Source: an optimization exercise on an open RTL-to-GDS flow (aim: small area, a short achievable clock period and few clock cycles). Production flows keep margins and buffers that such runs may drop.
At most, simulation tests tie the RTL to the original design; equivalence was not proved.
Power is estimated from default activity; no workload was simulated.

==> module main, before the edit <==
module main(input clk, input rst, input start, input [31:0] n, input [63:0] exponent,
    output ready, output done, output [31:0] prime1
    );
	localparam ITER = 4;
	localparam K    = 36 / ITER;      
	reg st_idle, st_norm, st_dbl, st_n3, st_mul, st_conv, st_fin, st_gcd;
	reg        done_r;
	reg [31:0] a;         
	reg [63:0] er;        
	reg [6:0]  bl;        
	reg [6:0]  cnt;
	reg        first;     
	reg [33:0] v;
	reg [35:0] S, C;      
	reg [ITER-1:0] xb;    
	reg [ITER-1:0] xyl;   
	reg [ITER-1:0] u;     
	reg [33:0] n3;        
	assign ready  = st_idle;
	assign done   = done_r;
	assign prime1 = a;
	reg         cin;      
	wire [35:0] s_nx, c_nx;
	wire        cin_nx;
	modBigNumbers mont (.s(S), .c(C), .cin(cin), .x(xb), .y(v), .xyl(xyl), .u(u), .number(a), .n3(n3),
		.so(s_nx), .co(c_nx), .cout(cin_nx));
	wire [ITER-1:0] u_nx;
	montInv minv (.n(n[ITER-1:0]), .u(u_nx));
	wire [36:0] pa = st_conv ? {1'b0, S} :
	                 st_fin  ? 37'd0 :
	                 st_gcd  ? {1'b0, S} :
	                 st_n3   ? {4'd0, a, 1'b0} : {2'b00, v, 1'b0};
	wire [36:0] pb = st_conv ? {1'b0, C} :
	                 st_fin  ? {1'b1, ~{2'b00, v}} :
	                 st_n3   ? {5'd0, a} : ~{5'd0, a};
	wire        pc = st_conv ? cin : !st_n3;
	wire [37:0] sum2 = {pa, 1'b1} + {pb, pc};
	wire [36:0] sum  = sum2[37:1];
	wire        neg = sum[36];
	wire [33:0] v_dbl  = neg ? {v[32:0], 1'b0} : sum[33:0];
	wire [33:0] v_conv = er[59] ? {sum[32:0], 1'b0} : sum[33:0];
	wire        normdone = er[63] | (bl == 7'd4);
	wire [3:0]  P = er[63:60];
	wire [35:0] vpad = {2'b00, v};
	wire        b_eq_a = (S == {4'd0, a});
	reg  [31:0] mask;
	reg  [6:0]  cnt0;     
	integer     bi;
	always @(*) begin
		mask = 32'd0;
		cnt0 = 7'd36;
		for (bi = 0; bi < 32; bi = bi + 1)
			if (a[bi]) begin
				mask = {32{1'b1}} >> (31 - bi);
				cnt0 = 7'd35 - bi[6:0];
			end
	end
	wire [33:0] v_init = {2'b00, (~a & mask) | 32'd1};
	wire        dbl_now = !first && cnt != 0;
	wire [6:0]  cnt_cur = first ? cnt0 : cnt;
	wire [ITER-1:0] xb_nx = st_conv ? v_conv[ITER-1:0] : st_mul ? vpad[ITER*(cnt+1) +: ITER] : v[ITER-1:0];
	wire [ITER-1:0] yl_nx = st_conv ? v_conv[ITER-1:0] : v[ITER-1:0];
	wire [ITER-1:0] xyl_nx = xb_nx * yl_nx;
	always @(posedge clk) begin
		xb  <= xb_nx;
		xyl <= xyl_nx;
		S   <= 36'd0;
		C   <= 36'd0;
		cin <= 1'b0;
		if (st_fin) S <= sum[35:0];       
		if (st_gcd) begin
			if (!S[0])
				S <= S[1] ? {1'b0, S[35:1]} : {2'b00, S[35:2]};
			else if (neg)                  
				S <= {4'd0, a};
			else
				S <= sum[1] ? sum[36:1] : {1'b0, sum[36:2]};
		end
		if (st_mul) begin
			S   <= s_nx;
			C   <= c_nx;
			cin <= cin_nx;
		end
		if (st_idle) begin
			a   <= n;
			u   <= u_nx;
			er  <= exponent;
			bl  <= 7'd64;
			first <= 1'b1;
		end
		if (st_norm) begin
			first <= 1'b0;
			if (first) begin
				v   <= v_init;
				cnt <= cnt0;
			end
			else if (cnt != 0) begin
				v   <= v_dbl;
				cnt <= cnt - 7'd1;
			end
			if (!normdone) begin
				er <= {er[62:0], 1'b0};
				bl <= bl - 7'd1;
			end
			else begin
				bl  <= bl - 7'd4;
				cnt <= cnt_cur - {6'd0, dbl_now} + {3'b000, P};
			end
		end
		if (st_dbl) begin
			if (cnt != 0) begin
				v   <= v_dbl;
				cnt <= cnt - 7'd1;
			end
		end
		if (st_n3)
			n3  <= sum[33:0];
		if (st_mul) begin
			cnt <= cnt + 7'd1;
		end
		if (st_conv) begin
			v   <= v_conv;
			er  <= {er[62:0], 1'b0};
			bl  <= bl - 7'd1;
			cnt <= 7'd0;
		end
		if (st_gcd && S[0] && !b_eq_a && neg)
			a <= S[31:0];
		done_r <= 1'b0;
		if (rst) begin
			st_idle <= 1'b1;
			st_norm <= 1'b0;
			st_dbl  <= 1'b0;
			st_n3   <= 1'b0;
			st_mul  <= 1'b0;
			st_conv <= 1'b0;
			st_fin  <= 1'b0;
			st_gcd  <= 1'b0;
		end
		else begin
			if (st_idle && start) begin
				st_idle <= 1'b0;
				st_norm <= 1'b1;
			end
			if (st_norm && normdone) begin
				st_norm <= 1'b0;
				st_dbl  <= 1'b1;
			end
			if (st_dbl && cnt[6:1] == 6'd0) begin
				st_dbl <= 1'b0;
				st_n3  <= 1'b1;
			end
			if (st_n3) begin
				st_n3  <= 1'b0;
				if (bl == 0) st_fin <= 1'b1;
				else         st_mul <= 1'b1;
			end
			if (st_mul && cnt == K - 1) begin
				st_mul  <= 1'b0;
				st_conv <= 1'b1;
			end
			if (st_conv) begin
				st_conv <= 1'b0;
				if (bl == 7'd1) st_fin <= 1'b1;
				else            st_mul <= 1'b1;
			end
			if (st_fin) begin
				st_fin <= 1'b0;
				st_gcd <= 1'b1;
			end
			if (st_gcd && S[0] && b_eq_a) begin
				st_gcd  <= 1'b0;
				st_idle <= 1'b1;
				done_r  <= 1'b1;
			end
		end
	end
endmodule
Settings: LEC_CHECK=0, CAP_MARGIN=20, CORE_MARGIN=2, CORE_UTILIZATION=55, SETUP_SLACK_MARGIN=3.5, SLEW_MARGIN=20, SYNTH_MEMORY_MAX_BITS=65536; clock period 8.0 ns.
standard.sh (not shown) runs the stock make flow with config.mk's settings and CLKGATE_MAP_FILE= SYNTH_SCRIPT=/design/flow/synth_recipe.tcl, a recipe that flattens the netlist after the stock synthesis.
==> flow/flow/run.sh <==
#!/bin/bash
set -euo pipefail
export BUFFER_PORTS_ARGS="-buffer_cell sky130_fd_sc_hd__buf_1"
bash standard.sh > standard.log 2>&1
Next try:
--- a/flow/design.v
+++ b/flow/design.v
@@ -2143,5 +2143,5 @@
 	montInv minv (.n(n[ITER-1:0]), .u(u_nx));
 	wire [36:0] pa = st_conv ? {1'b0, S} :
-	                 st_fin  ? 37'd0 :
+	                 (st_fin | first) ? 37'd0 :
 	                 st_gcd  ? {1'b0, S} :
 	                 st_n3   ? {4'd0, a, 1'b0} : {2'b00, v, 1'b0};
@@ -2154,5 +2154,5 @@
 	wire        neg = sum[36];
 	wire [33:0] v_dbl  = neg ? {v[32:0], 1'b0} : sum[33:0];
-	wire [33:0] v_conv = er[59] ? {sum[32:0], 1'b0} : sum[33:0];
+	wire [33:0] v_conv = er[63] ? {sum[32:0], 1'b0} : sum[33:0];
 	wire        normdone = er[63] | (bl == 7'd4);
 	wire [3:0]  P = er[63:60];
@@ -2171,5 +2171,5 @@
 			end
 	end
-	wire [33:0] v_init = {2'b00, (~a & mask) | 32'd1};
+	wire [33:0] v_init = {2'b00, sum[31:0] & mask};
 	wire        dbl_now = !first && cnt != 0;
 	wire [6:0]  cnt_cur = first ? cnt0 : cnt;
@@ -2219,4 +2219,5 @@
 			end
 			else begin
+				er  <= {er[59:0], 4'd0};
 				bl  <= bl - 7'd4;
 				cnt <= cnt_cur - {6'd0, dbl_now} + {3'b000, P};
The changed run completed without violations.
Total power fell by 31%.
Sequential share of layout area rose by 1.4 points.
Routed wire length rose by 3.3%.
Critical path depth fell by 3.
Area after synthesis rose by 1.8%.
Cell area rose by 3.1%.
Utilization rose by 0.46 points.
Setup slack is worse by 58 ps.
Global-route usage rose by 0.61 points.
Final cell count rose by 0.79%.
Testbench counts after the change, summed over its fixed seeds: cycles 98,636.
For the first run of this note, only the layout was checked, not whether the RTL still works.

========
main, a different RTL version from the one above (not shown whole).
For scale: about 270 flip-flops, ~130 I/O pins, ~26,000 um2 of cells after synthesis.
==> module main, before the edit <==
module main(input clk, input rst, input start, input [31:0] n, input [63:0] exponent,
    output ready, output done, output [31:0] prime1
    );
	localparam ITER = 4;
	localparam K    = 36 / ITER;      
	reg st_idle, st_norm, st_dbl, st_n3, st_mul, st_conv, st_fin, st_gcd;
	reg        done_r;
	reg [31:0] a;         
	reg [63:0] er;        
	reg [6:0]  bl;        
	reg [6:0]  cnt;
	reg        first;     
	reg [33:0] v;
	reg [35:0] S, C;      
	reg [ITER-1:0] xb;    
	reg [ITER-1:0] xyl;   
	reg [ITER-1:0] u;     
	reg [33:0] n3;        
	assign ready  = st_idle;
	assign done   = done_r;
	assign prime1 = a;
	reg         cin;      
	wire [35:0] s_nx, c_nx;
	wire        cin_nx;
	modBigNumbers mont (.s(S), .c(C), .cin(cin), .x(xb), .y(v), .xyl(xyl), .u(u), .number(a), .n3(n3),
		.so(s_nx), .co(c_nx), .cout(cin_nx));
	wire [ITER-1:0] u_nx;
	montInv minv (.n(n[ITER-1:0]), .u(u_nx));
	wire [36:0] pa = st_conv ? {1'b0, S} :
	                 (st_fin | first) ? 37'd0 :
	                 st_gcd  ? {1'b0, S} :
	                 st_n3   ? {4'd0, a, 1'b0} : {2'b00, v, 1'b0};
	wire [36:0] pb = st_conv ? {1'b0, C} :
	                 st_fin  ? {1'b1, ~{2'b00, v}} :
	                 st_n3   ? {5'd0, a} : ~{5'd0, a};
	wire        pc = st_conv ? cin : !st_n3;
	wire [37:0] sum2 = {pa, 1'b1} + {pb, pc};
	wire [36:0] sum  = sum2[37:1];
	wire        neg = sum[36];
	wire [33:0] v_dbl  = neg ? {v[32:0], 1'b0} : sum[33:0];
	wire [33:0] v_conv = er[59] ? {sum[32:0], 1'b0} : sum[33:0];
	wire        normdone = er[63] | (bl == 7'd4);
	wire [3:0]  P = er[63:60];
	wire [35:0] vpad = {2'b00, v};
	wire        b_eq_a = (S == {4'd0, a});
	reg  [31:0] mask;
	reg  [6:0]  cnt0;     
	integer     bi;
	always @(*) begin
		mask = 32'd0;
		cnt0 = 7'd36;
		for (bi = 0; bi < 32; bi = bi + 1)
			if (a[bi]) begin
				mask = {32{1'b1}} >> (31 - bi);
				cnt0 = 7'd35 - bi[6:0];
			end
	end
	wire [33:0] v_init = {2'b00, sum[31:0] & mask};
	wire        dbl_now = !first && cnt != 0;
	wire [6:0]  cnt_cur = first ? cnt0 : cnt;
	wire [ITER-1:0] xb_nx = st_conv ? v_conv[ITER-1:0] : st_mul ? vpad[ITER*(cnt+1) +: ITER] : v[ITER-1:0];
	wire [ITER-1:0] yl_nx = st_conv ? v_conv[ITER-1:0] : v[ITER-1:0];
	wire [ITER-1:0] xyl_nx = xb_nx * yl_nx;
	always @(posedge clk) begin
		xb  <= xb_nx;
		xyl <= xyl_nx;
		S   <= 36'd0;
		C   <= 36'd0;
		cin <= 1'b0;
		if (st_fin) S <= sum[35:0];       
		if (st_gcd) begin
			if (!S[0])
				S <= S[1] ? {1'b0, S[35:1]} : {2'b00, S[35:2]};
			else if (neg)                  
				S <= {4'd0, a};
			else
				S <= sum[1] ? sum[36:1] : {1'b0, sum[36:2]};
		end
		if (st_mul) begin
			S   <= s_nx;
			C   <= c_nx;
			cin <= cin_nx;
		end
		if (st_idle) begin
			a   <= n;
			u   <= u_nx;
			er  <= exponent;
			bl  <= 7'd64;
			first <= 1'b1;
		end
		if (st_norm) begin
			first <= 1'b0;
			if (first) begin
				v   <= v_init;
				cnt <= cnt0;
			end
			else if (cnt != 0) begin
				v   <= v_dbl;
				cnt <= cnt - 7'd1;
			end
			if (!normdone) begin
				er <= {er[62:0], 1'b0};
				bl <= bl - 7'd1;
			end
			else begin
				bl  <= bl - 7'd4;
				cnt <= cnt_cur - {6'd0, dbl_now} + {3'b000, P};
			end
		end
		if (st_dbl) begin
			if (cnt != 0) begin
				v   <= v_dbl;
				cnt <= cnt - 7'd1;
			end
		end
		if (st_n3)
			n3  <= sum[33:0];
		if (st_mul) begin
			cnt <= cnt + 7'd1;
		end
		if (st_conv) begin
			v   <= v_conv;
			er  <= {er[62:0], 1'b0};
			bl  <= bl - 7'd1;
			cnt <= 7'd0;
		end
		if (st_gcd && S[0] && !b_eq_a && neg)
			a <= S[31:0];
		done_r <= 1'b0;
		if (rst) begin
			st_idle <= 1'b1;
			st_norm <= 1'b0;
			st_dbl  <= 1'b0;
			st_n3   <= 1'b0;
			st_mul  <= 1'b0;
			st_conv <= 1'b0;
			st_fin  <= 1'b0;
			st_gcd  <= 1'b0;
		end
		else begin
			if (st_idle && start) begin
				st_idle <= 1'b0;
				st_norm <= 1'b1;
			end
			if (st_norm && normdone) begin
				st_norm <= 1'b0;
				st_dbl  <= 1'b1;
			end
			if (st_dbl && cnt[6:1] == 6'd0) begin
				st_dbl <= 1'b0;
				st_n3  <= 1'b1;
			end
			if (st_n3) begin
				st_n3  <= 1'b0;
				if (bl == 0) st_fin <= 1'b1;
				else         st_mul <= 1'b1;
			end
			if (st_mul && cnt == K - 1) begin
				st_mul  <= 1'b0;
				st_conv <= 1'b1;
			end
			if (st_conv) begin
				st_conv <= 1'b0;
				if (bl == 7'd1) st_fin <= 1'b1;
				else            st_mul <= 1'b1;
			end
			if (st_fin) begin
				st_fin <= 1'b0;
				st_gcd <= 1'b1;
			end
			if (st_gcd && S[0] && b_eq_a) begin
				st_gcd  <= 1'b0;
				st_idle <= 1'b1;
				done_r  <= 1'b1;
			end
		end
	end
endmodule
Settings: LEC_CHECK=0, CAP_MARGIN=20, CORE_MARGIN=2, CORE_UTILIZATION=55, SETUP_SLACK_MARGIN=3.5, SLEW_MARGIN=20, SYNTH_MEMORY_MAX_BITS=65536; clock period 8.0 ns.
Scripts as last shown in full above: flow/flow/run.sh
Testbench counts at the start, summed over its fixed seeds: cycles 98,636.
Change:
--- a/flow/design.v
+++ b/flow/design.v
@@ -2140,11 +2140,11 @@
 	modBigNumbers mont (.s(S), .c(C), .cin(cin), .x(xb), .y(v), .xyl(xyl), .u(u), .number(a), .n3(n3),
 		.so(s_nx), .co(c_nx), .cout(cin_nx));
 	wire [ITER-1:0] u_nx;
 	montInv minv (.n(n[ITER-1:0]), .u(u_nx));
 	wire [36:0] pa = st_conv ? {1'b0, S} :
-	                 (st_fin | first) ? 37'd0 :
+	                 st_fin  ? 37'd0 :
 	                 st_gcd  ? {1'b0, S} :
 	                 st_n3   ? {4'd0, a, 1'b0} : {2'b00, v, 1'b0};
 	wire [36:0] pb = st_conv ? {1'b0, C} :
 	                 st_fin  ? {1'b1, ~{2'b00, v}} :
 	                 st_n3   ? {5'd0, a} : ~{5'd0, a};
@@ -2162,19 +2162,17 @@
 	reg  [6:0]  cnt0;     
 	integer     bi;
 	always @(*) begin
 		mask = 32'd0;
 		cnt0 = 7'd36;
-		for (bi = 0; bi < 32; bi = bi + 1)
-			if (a[bi]) begin
-				mask = {32{1'b1}} >> (31 - bi);
-				cnt0 = 7'd35 - bi[6:0];
-			end
+		for (bi = 0; bi < 32; bi = bi + 1) begin
+			if (a[bi]) mask = {32{1'b1}} >> (31 - bi);
+			if (n[bi]) cnt0 = 7'd35 - bi[6:0];
+		end
 	end
-	wire [33:0] v_init = {2'b00, sum[31:0] & mask};
+	wire [33:0] v_init = {2'b00, (~a & mask) | 32'd1};
 	wire        dbl_now = !first && cnt != 0;
-	wire [6:0]  cnt_cur = first ? cnt0 : cnt;
 	wire [ITER-1:0] xb_nx = st_conv ? v_conv[ITER-1:0] : st_mul ? vpad[ITER*(cnt+1) +: ITER] : v[ITER-1:0];
 	wire [ITER-1:0] yl_nx = st_conv ? v_conv[ITER-1:0] : v[ITER-1:0];
 	wire [ITER-1:0] xyl_nx = xb_nx * yl_nx;
 	always @(posedge clk) begin
 		xb  <= xb_nx;
@@ -2200,28 +2198,27 @@
 			a   <= n;
 			u   <= u_nx;
 			er  <= exponent;
 			bl  <= 7'd64;
 			first <= 1'b1;
+			cnt <= cnt0;
 		end
 		if (st_norm) begin
 			first <= 1'b0;
-			if (first) begin
+			if (first)
 				v   <= v_init;
-				cnt <= cnt0;
-			end
 			else if (cnt != 0) begin
 				v   <= v_dbl;
 				cnt <= cnt - 7'd1;
 			end
 			if (!normdone) begin
 				er <= {er[62:0], 1'b0};
 				bl <= bl - 7'd1;
 			end
 			else begin
 				bl  <= bl - 7'd4;
-				cnt <= cnt_cur - {6'd0, dbl_now} + {3'b000, P};
+				cnt <= cnt - {6'd0, dbl_now} + {3'b000, P};
 			end
 		end
 		if (st_dbl) begin
 			if (cnt != 0) begin
 				v   <= v_dbl;
- setup slack is worse by 0.076 ns
- global-route usage increases by 0.34 points
- power decreases by a few percent
- via count decreases slightly
- count of clock-buffer cells in the layout increases by 1
- area after synthesis increases slightly
The RTL of the second run of this note was laid out without a check of its function.

-- afterwards: timing with drivers on the ports --
In the flow no input, the clock included, has a driving cell. The finished layouts below were timed again as built, in two steps. Step 1: set_driving_cell puts a clkbuf_16 on clk and a buf_2 on each other input, an assumption about the parent block. Step 2 times the ports against the registers' clock, not the clock port: input delays grow and output delays shrink by t, the midpoint of the rising clock arrivals with the driver on. a / b / c = ideal / step 1 / step 2; a / b = the first two.
| run | t, ns | slack for setup (ns) | worst hold slack (ns) | clock arrival spread, ns | pins driven straight from the clock port |
|---|---|---|---|---|---|
| the first run of note 1 | 0.624 | 3.563 / 3.563 / 3.563 | 0.482 / 0.482 / 0.482 | 0.020 / 0.020 | 1 |
| the second run of note 1 | 0.615 | 3.505 / 3.505 / 3.505 | 0.578 / 0.578 / 0.578 | 0.028 / 0.027 | 1 |
| the first run of note 2 | 0.635 | 3.540 / 3.540 / 3.540 | 0.485 / 0.485 / 0.485 | 0.026 / 0.027 | 1 |
| the second run of note 2 | 0.635 | 3.464 / 3.464 / 3.464 | 0.481 / 0.481 / 0.481 | 0.021 / 0.021 | 1 |
After both steps setup and hold are still met in every run listed.
